What follows belongs to an exercise in optimizing a design on an open flow for small area, a short achievable clock period and few clock cycles; a production flow would make more cautious choices.
RTL that was checked went through simulation tests only; none was proved equivalent to the original.
Power figures rest on the tool's default switching activity, not on a simulated workload.

==> flow/design.v <==
module bellmanford (reset, clock, GMAR1, GMDR1, GMAR2, GMDR2, IMAR, IMDR, WMAR1, WMAR2, WMDR1, WMDR2, WMWDR, WMWAR, WMWE, OMAR, OMDR, OMWAR, OMWDR, OMWE, NegCycle, Finish);
input clock,reset;
output wire [12:0] GMAR1;
input wire [127:0] GMDR1;
output wire [12:0] GMAR2;
input wire [127:0] GMDR2;
output reg [12:0] IMAR;
input wire [7:0] IMDR;
output wire [12:0] WMAR1;
input wire [127:0] WMDR1;
output wire [12:0] WMAR2;
input wire [127:0] WMDR2;
output wire [12:0] WMWAR;
output wire [127:0] WMWDR;
output wire WMWE;
output wire [12:0] OMAR;
output wire [15:0] OMDR;
assign OMAR = 13'b0;
assign OMDR = 16'b0;
output reg [12:0] OMWAR;
output reg [15:0] OMWDR;
output wire OMWE;
output reg NegCycle;
output reg Finish;
localparam [3:0] QS = 4'd0,    
                 NS = 4'd1,    
                 E  = 4'd2,    
                 NX = 4'd3,    
                 PK = 4'd4,    
                 OA = 4'd5,    
                 OB = 4'd6,    
                 OC = 4'd7,    
                 OD = 4'd8,    
                 DN = 4'd9,    
                 NG = 4'd10;   
reg [3:0] st;
reg [5:0] Nm1;         
reg [5:0] U;           
reg [7:0] DistU;
reg [5:0] iv;          
reg [7:0] nw;          
reg [5:0] icnt;        
reg [2:0] fslot;       
reg [12:0] fline;      
reg [5:0] passm1;      
reg ncc;               
reg nproc;             
reg [63:0] dirty;      
reg [5:0] nxt;         
reg nxt_all;
reg qfirst;            
reg nxt_has;
reg fresh;             
reg [5:0] wa;          
reg wv;                
reg ep, rst_d;         
always @(posedge clock) begin
    rst_d <= reset;
    if (reset && !rst_d) ep <= !ep;
end
function [7:0] add8;   
    input [7:0] a, b;
    reg [7:0] g, p, g1, p1, g2, p2, g3;
    integer k;
    begin
        g = a & b;
        p = a ^ b;
        for (k = 0; k < 8; k = k + 1) begin
            g1[k] = (k >= 1) ? (g[k] | (p[k] & g[k-1])) : g[k];
            p1[k] = (k >= 1) ? (p[k] & p[k-1]) : p[k];
        end
        for (k = 0; k < 8; k = k + 1) begin
            g2[k] = (k >= 2) ? (g1[k] | (p1[k] & g1[k-2])) : g1[k];
            p2[k] = (k >= 2) ? (p1[k] & p1[k-2]) : p1[k];
        end
        for (k = 0; k < 8; k = k + 1)
            g3[k] = (k >= 4) ? (g2[k] | (p2[k] & g2[k-4])) : g2[k];
        add8 = p ^ {g3[6:0], 1'b0};
    end
endfunction
function lt8;          
    input [7:0] a, b;
    reg [7:0] l, e;
    reg [3:0] l1, e1;
    reg [1:0] l2, e2;
    integer k;
    begin
        l = ~a & b;
        e = ~(a ^ b);
        for (k = 0; k < 4; k = k + 1) begin
            l1[k] = l[2*k+1] | (e[2*k+1] & l[2*k]);
            e1[k] = e[2*k+1] & e[2*k];
        end
        for (k = 0; k < 2; k = k + 1) begin
            l2[k] = l1[2*k+1] | (e1[2*k+1] & l1[2*k]);
            e2[k] = e1[2*k+1] & e1[2*k];
        end
        lt8 = l2[1] | (e2[1] & l2[0]);
    end
endfunction
function lt6;          
    input [5:0] a, b;
    begin
        lt6 = lt8({2'b00, a}, {2'b00, b});
    end
endfunction
wire [7:0] rdist2 = WMDR2[21:14];
wire valid2 = WMDR2[13:0] == {ep, IMAR};
wire relax = (st == E) && (!valid2 || lt8(nw ^ 8'h80, rdist2 ^ 8'h80));
function [6:0] pe8;    
    input [7:0] x;
    begin
        casez (x)
            8'b???????1: pe8 = {1'b1, 3'b0, 3'd0};
            8'b??????10: pe8 = {1'b1, 3'b0, 3'd1};
            8'b?????100: pe8 = {1'b1, 3'b0, 3'd2};
            8'b????1000: pe8 = {1'b1, 3'b0, 3'd3};
            8'b???10000: pe8 = {1'b1, 3'b0, 3'd4};
            8'b??100000: pe8 = {1'b1, 3'b0, 3'd5};
            8'b?1000000: pe8 = {1'b1, 3'b0, 3'd6};
            8'b10000000: pe8 = {1'b1, 3'b0, 3'd7};
            default:     pe8 = 7'd0;
        endcase
    end
endfunction
function [6:0] pe64;   
    input [63:0] x;
    reg [7:0] g;
    reg [6:0] gi, t;
    reg [2:0] li;
    integer k;
    begin
        li = 3'd0;
        for (k = 0; k < 8; k = k + 1) g[k] = |x[8*k +: 8];
        gi = pe8(g);
        for (k = 0; k < 8; k = k + 1) begin
            t = pe8(x[8*k +: 8]);
            if (gi[2:0] == k) li = t[2:0];
        end
        pe64 = {gi[6], gi[2:0], li};
    end
endfunction
function [63:0] above;   
    input [5:0] a;
    integer k;
    begin
        for (k = 0; k < 64; k = k + 1) above[k] = (k > a);
    end
endfunction
wire [63:0] mask1 = nxt_all ? 64'hffffffffffffffff : above(nxt);
wire [6:0] pe_u = pe64(dirty & mask1);
wire wa_c = wv && lt6(U, wa);
wire iv_c = relax && lt6(U, iv);
wire wa_lt = !nxt_has || lt6(wa, nxt);
wire iv_lt = !nxt_has || lt6(iv, nxt);
wire iv_lt_wa = lt6(iv, wa);
wire keep_nxt = !(wa_c && wa_lt) && !(iv_c && iv_lt);   
wire abv_has = nxt_has || wa_c || iv_c;
wire [5:0] abv_alt = (iv_c && (!wa_c || iv_lt_wa)) ? iv : wa;
wire has_d = |dirty;
wire clr_u = (st == NS) || fresh;
wire [63:0] dirty_n = (st == QS) ? 64'd0 :
    ((dirty & ~({63'd0, clr_u} << U)) | ({63'd0, relax} << iv));
always @(posedge clock) dirty <= dirty_n;
wire [5:0] nmin = keep_nxt ? nxt : abv_alt;
wire nmin_has = abv_has;
wire done = (st == NX) || (st == E && icnt == 6'd0);
wire ahead = (st == E) && (icnt == 6'd0);
wire [5:0] Ur = ahead ? nxt : U;
assign GMAR1 = (st == QS) ? 13'd0 : {7'd0, Ur};
assign GMAR2 = (st == NS || ahead) ? GMDR1[12:0] : fline;
assign WMAR1 = {7'd0, Ur};
assign WMAR2 = {7'd0, iv};
assign WMWE = relax || (st == NS && qfirst);
assign WMWAR = {7'd0, (st == E) ? iv : U};
assign WMWDR = {100'd0, U, (st == E) ? nw : 8'd0, ep, IMAR};
assign OMWE = (st == OA) || (st == OB) || (st == OC) || (st == OD);
always @(*) begin
    case (st)
        OA: OMWDR = {8'd0, rdist2};
        OB: OMWDR = {8'd0, IMDR};
        OC: OMWDR = {10'd0, iv} + 16'd1;
        default: OMWDR = (IMDR == 8'hff) ? 16'hffff : 16'h0000;
    endcase
end
reg [13:0] slotw;
always @(*) begin
    case (fslot)
        3'd0: slotw = {GMDR2[125:120], GMDR2[119:112]};
        3'd1: slotw = {GMDR2[109:104], GMDR2[103:96]};
        3'd2: slotw = {GMDR2[93:88], GMDR2[87:80]};
        3'd3: slotw = {GMDR2[77:72], GMDR2[71:64]};
        3'd4: slotw = {GMDR2[61:56], GMDR2[55:48]};
        3'd5: slotw = {GMDR2[45:40], GMDR2[39:32]};
        3'd6: slotw = {GMDR2[29:24], GMDR2[23:16]};
        default: slotw = {GMDR2[13:8], GMDR2[7:0]};
    endcase
end
wire [5:0] L = GMDR2[117:112];
wire [7:0] dN = WMDR1[21:14];
wire nfirst = (st != E) || ahead;
wire [7:0] nwn = add8(nfirst ? ((st == NS && qfirst) ? 8'd0 : dN) : DistU,
                      nfirst ? GMDR2[103:96] : slotw[7:0]);
wire [5:0] v1 = GMDR2[109:104] - 6'd1;    
always @(posedge clock) begin
    if (reset) begin
        st <= QS;
        IMAR <= 13'd0;
        OMWAR <= 13'd0;
        Finish <= 1'b0;
        NegCycle <= 1'b0;
    end else begin
        case (st)
        QS: begin
            Nm1 <= GMDR1[5:0] - 6'd2;
            U <= IMDR[5:0] - 6'd1;
            nxt <= IMDR[5:0] - 6'd1;
            nxt_all <= 1'b0;
            qfirst <= 1'b1;
            passm1 <= 6'd0;
            ncc <= 1'b1;
            nproc <= 1'b0;
            IMAR <= IMAR + 13'd1;
            st <= NS;
        end
        NS: begin
            DistU <= qfirst ? 8'd0 : WMDR1[21:14];
            nw <= nwn;
            qfirst <= 1'b0;
            wv <= 1'b0;
            nxt <= pe_u[5:0];
            nxt_has <= pe_u[6];
            if (U == Nm1) nproc <= 1'b1;
            iv <= v1;
            icnt <= L - 6'd1;
            fslot <= 3'd2;
            fline <= GMDR1[12:0];
            st <= (L == 6'd0) ? NX : E;
        end
        E: begin
            nxt <= nmin;
            nxt_has <= nmin_has;
            wv <= relax;
            wa <= iv;
            if (relax) begin
                ncc <= 1'b1;
            end
            if (icnt != 6'd0) begin
                iv <= slotw[13:8] - 6'd1;
                nw <= nwn;
                icnt <= icnt - 6'd1;
                fslot <= fslot + 3'd1;
                if (fslot == 3'd7) fline <= fline + 13'd1;
            end
        end
        NX: begin
            wv <= 1'b0;
        end
        PK: begin
            iv <= IMDR[5:0] - 6'd1;
            U <= pe_u[5:0];
            nxt <= pe_u[5:0];
            nxt_all <= 1'b0;
            if (passm1 == 6'd0 && !nproc && has_d) begin
                st <= NS;
            end else if (!ncc || !has_d) begin
                st <= OA;
            end else if (passm1 == Nm1) begin
                st <= NG;
            end else begin
                passm1 <= passm1 + 6'd1;
                ncc <= 1'b0;
                st <= NS;
            end
        end
        OA: begin
            OMWAR <= OMWAR + 13'd1;
            iv <= WMDR2[27:22];
            st <= OB;
        end
        OB: begin
            OMWAR <= OMWAR + 13'd1;
            IMAR <= IMAR + 13'd1;
            st <= OC;
        end
        OC: begin
            OMWAR <= OMWAR + 13'd1;
            iv <= WMDR2[27:22];
            if (WMDR2[27:22] == iv) st <= OD;    
        end
        OD: begin
            OMWAR <= OMWAR + 13'd1;
            if (IMDR == 8'hff) begin
                IMAR <= IMAR + 13'd1;
                st <= QS;
            end else begin
                Finish <= 1'b1;
                st <= DN;
            end
        end
        DN: begin
        end
        NG: begin
            NegCycle <= 1'b1;
        end
        default: st <= QS;
        endcase
        fresh <= 1'b0;
        if (ahead) begin
            nxt <= pe_u[5:0];
            nxt_has <= pe_u[6];
            DistU <= dN;
            nw <= nwn;
            if (nxt == Nm1 && nxt_has) nproc <= 1'b1;
            iv <= v1;
            icnt <= L - 6'd1;
            fslot <= 3'd2;
            fline <= GMDR1[12:0];
        end
        if (done) begin
            if (abv_has) begin
                if (keep_nxt && nxt_has && st == E && !(relax && iv == nxt)) begin
                    U <= nxt;
                    fresh <= 1'b1;
                    st <= (L == 6'd0) ? NX : E;
                end else begin
                    U <= keep_nxt ? nxt : abv_alt;
                    nxt <= keep_nxt ? nxt : abv_alt;
                    st <= NS;
                end
            end else begin
                nxt_all <= 1'b1;
                st <= PK;
            end
        end
    end
end
endmodule
clock: 5.0 ns
lec_check: 0
abc_clock_period_in_ps: 3000
cap_margin: 20
core_area: 5 5 275 275
die_area: 0 0 280 280
setup_slack_margin: 1.5
slew_margin: 20
run.sh (not shown) runs the stock make flow with config.mk's settings and CLKGATE_MAP_FILE= SYNTH_SCRIPT=/design/flow/synth_recipe.tcl, a recipe that flattens the netlist after the stock synthesis.
Testbench counts at the start, summed over its fixed seeds: cycles 23,209.
Rerun with:
--- a/flow/design.v
+++ b/flow/design.v
@@ -36,11 +36,11 @@
 reg [3:0] st;
 reg [5:0] Nm1;         
 reg [5:0] U;           
 reg [7:0] DistU;
 reg [5:0] iv;          
-reg [7:0] nw;          
+reg [7:0] iw;          
 reg [5:0] icnt;        
 reg [2:0] fslot;       
 reg [12:0] fline;      
 reg [5:0] passm1;      
 reg ncc;               
@@ -104,10 +104,11 @@
         lt6 = lt8({2'b00, a}, {2'b00, b});
     end
 endfunction
 wire [7:0] rdist2 = WMDR2[21:14];
 wire valid2 = WMDR2[13:0] == {ep, IMAR};
+wire [7:0] nw = add8(DistU, iw);
 wire relax = (st == E) && (!valid2 || lt8(nw ^ 8'h80, rdist2 ^ 8'h80));
 function [6:0] pe8;    
     input [7:0] x;
     begin
         casez (x)
@@ -196,13 +197,10 @@
         default: slotw = {GMDR2[13:8], GMDR2[7:0]};
     endcase
 end
 wire [5:0] L = GMDR2[117:112];
 wire [7:0] dN = WMDR1[21:14];
-wire nfirst = (st != E) || ahead;
-wire [7:0] nwn = add8(nfirst ? ((st == NS && qfirst) ? 8'd0 : dN) : DistU,
-                      nfirst ? GMDR2[103:96] : slotw[7:0]);
 wire [5:0] v1 = GMDR2[109:104] - 6'd1;    
 always @(posedge clock) begin
     if (reset) begin
         st <= QS;
         IMAR <= 13'd0;
@@ -223,13 +221,13 @@
             IMAR <= IMAR + 13'd1;
             st <= NS;
         end
         NS: begin
             DistU <= qfirst ? 8'd0 : WMDR1[21:14];
-            nw <= nwn;
             qfirst <= 1'b0;
             wv <= 1'b0;
+            iw <= GMDR2[103:96];
             nxt <= pe_u[5:0];
             nxt_has <= pe_u[6];
             if (U == Nm1) nproc <= 1'b1;
             iv <= v1;
             icnt <= L - 6'd1;
@@ -245,11 +243,11 @@
             if (relax) begin
                 ncc <= 1'b1;
             end
             if (icnt != 6'd0) begin
                 iv <= slotw[13:8] - 6'd1;
-                nw <= nwn;
+                iw <= slotw[7:0];
                 icnt <= icnt - 6'd1;
                 fslot <= fslot + 3'd1;
                 if (fslot == 3'd7) fline <= fline + 13'd1;
             end
         end
@@ -308,11 +306,11 @@
         fresh <= 1'b0;
         if (ahead) begin
             nxt <= pe_u[5:0];
             nxt_has <= pe_u[6];
             DistU <= dN;
-            nw <= nwn;
+            iw <= GMDR2[103:96];
             if (nxt == Nm1 && nxt_has) nproc <= 1'b1;
             iv <= v1;
             icnt <= L - 6'd1;
             fslot <= 3'd2;
             fline <= GMDR1[12:0];
After rerunning: Power is lower by a few percent. Critical path depth rose by 5. Worst setup slack loses 1.3 ns. Global-route usage increases by 0.23 points. Design area goes up slightly. Wire length goes up by a few percent. Area after synthesis decreases slightly.
No functional check of the RTL was part of the second run of this note.

[port drivers added, routing unchanged]
How much do the figures lean on ideal ports? The routed layouts below were timed once more, with nothing changed but the port constraints.
Step 1 assumes that a clkbuf_16 drives the clock port and a buf_2 every other input.
Step 2 times the ports against the registers' clock, not the clock port: input delays grow and output delays shrink by t, the midpoint of the rising clock arrivals with the driver on.
Slacks: ideal ports / drivers / drivers and shift; pairs: ideal ports / drivers.
| run | t, ns | setup slack, ns | worst hold slack (ns) | worst register clock-pin slew, ns | pins driven straight from the clock port |
|---|---|---|---|---|---|
| the first run | 0.509 | 1.465 / 1.412 / 1.107 | 0.494 / 0.494 / 0.494 | 0.08 / 0.08 | 1 |
| the second run | 0.506 | 0.199 / 0.145 / 0.218 | 0.482 / 0.482 / 0.482 | 0.08 / 0.08 | 1 |
After both steps setup and hold are still met in every run listed. The setup slack of the first run, which loses most, moves by -0.053 ns with the drivers and by -0.358 ns with both steps.
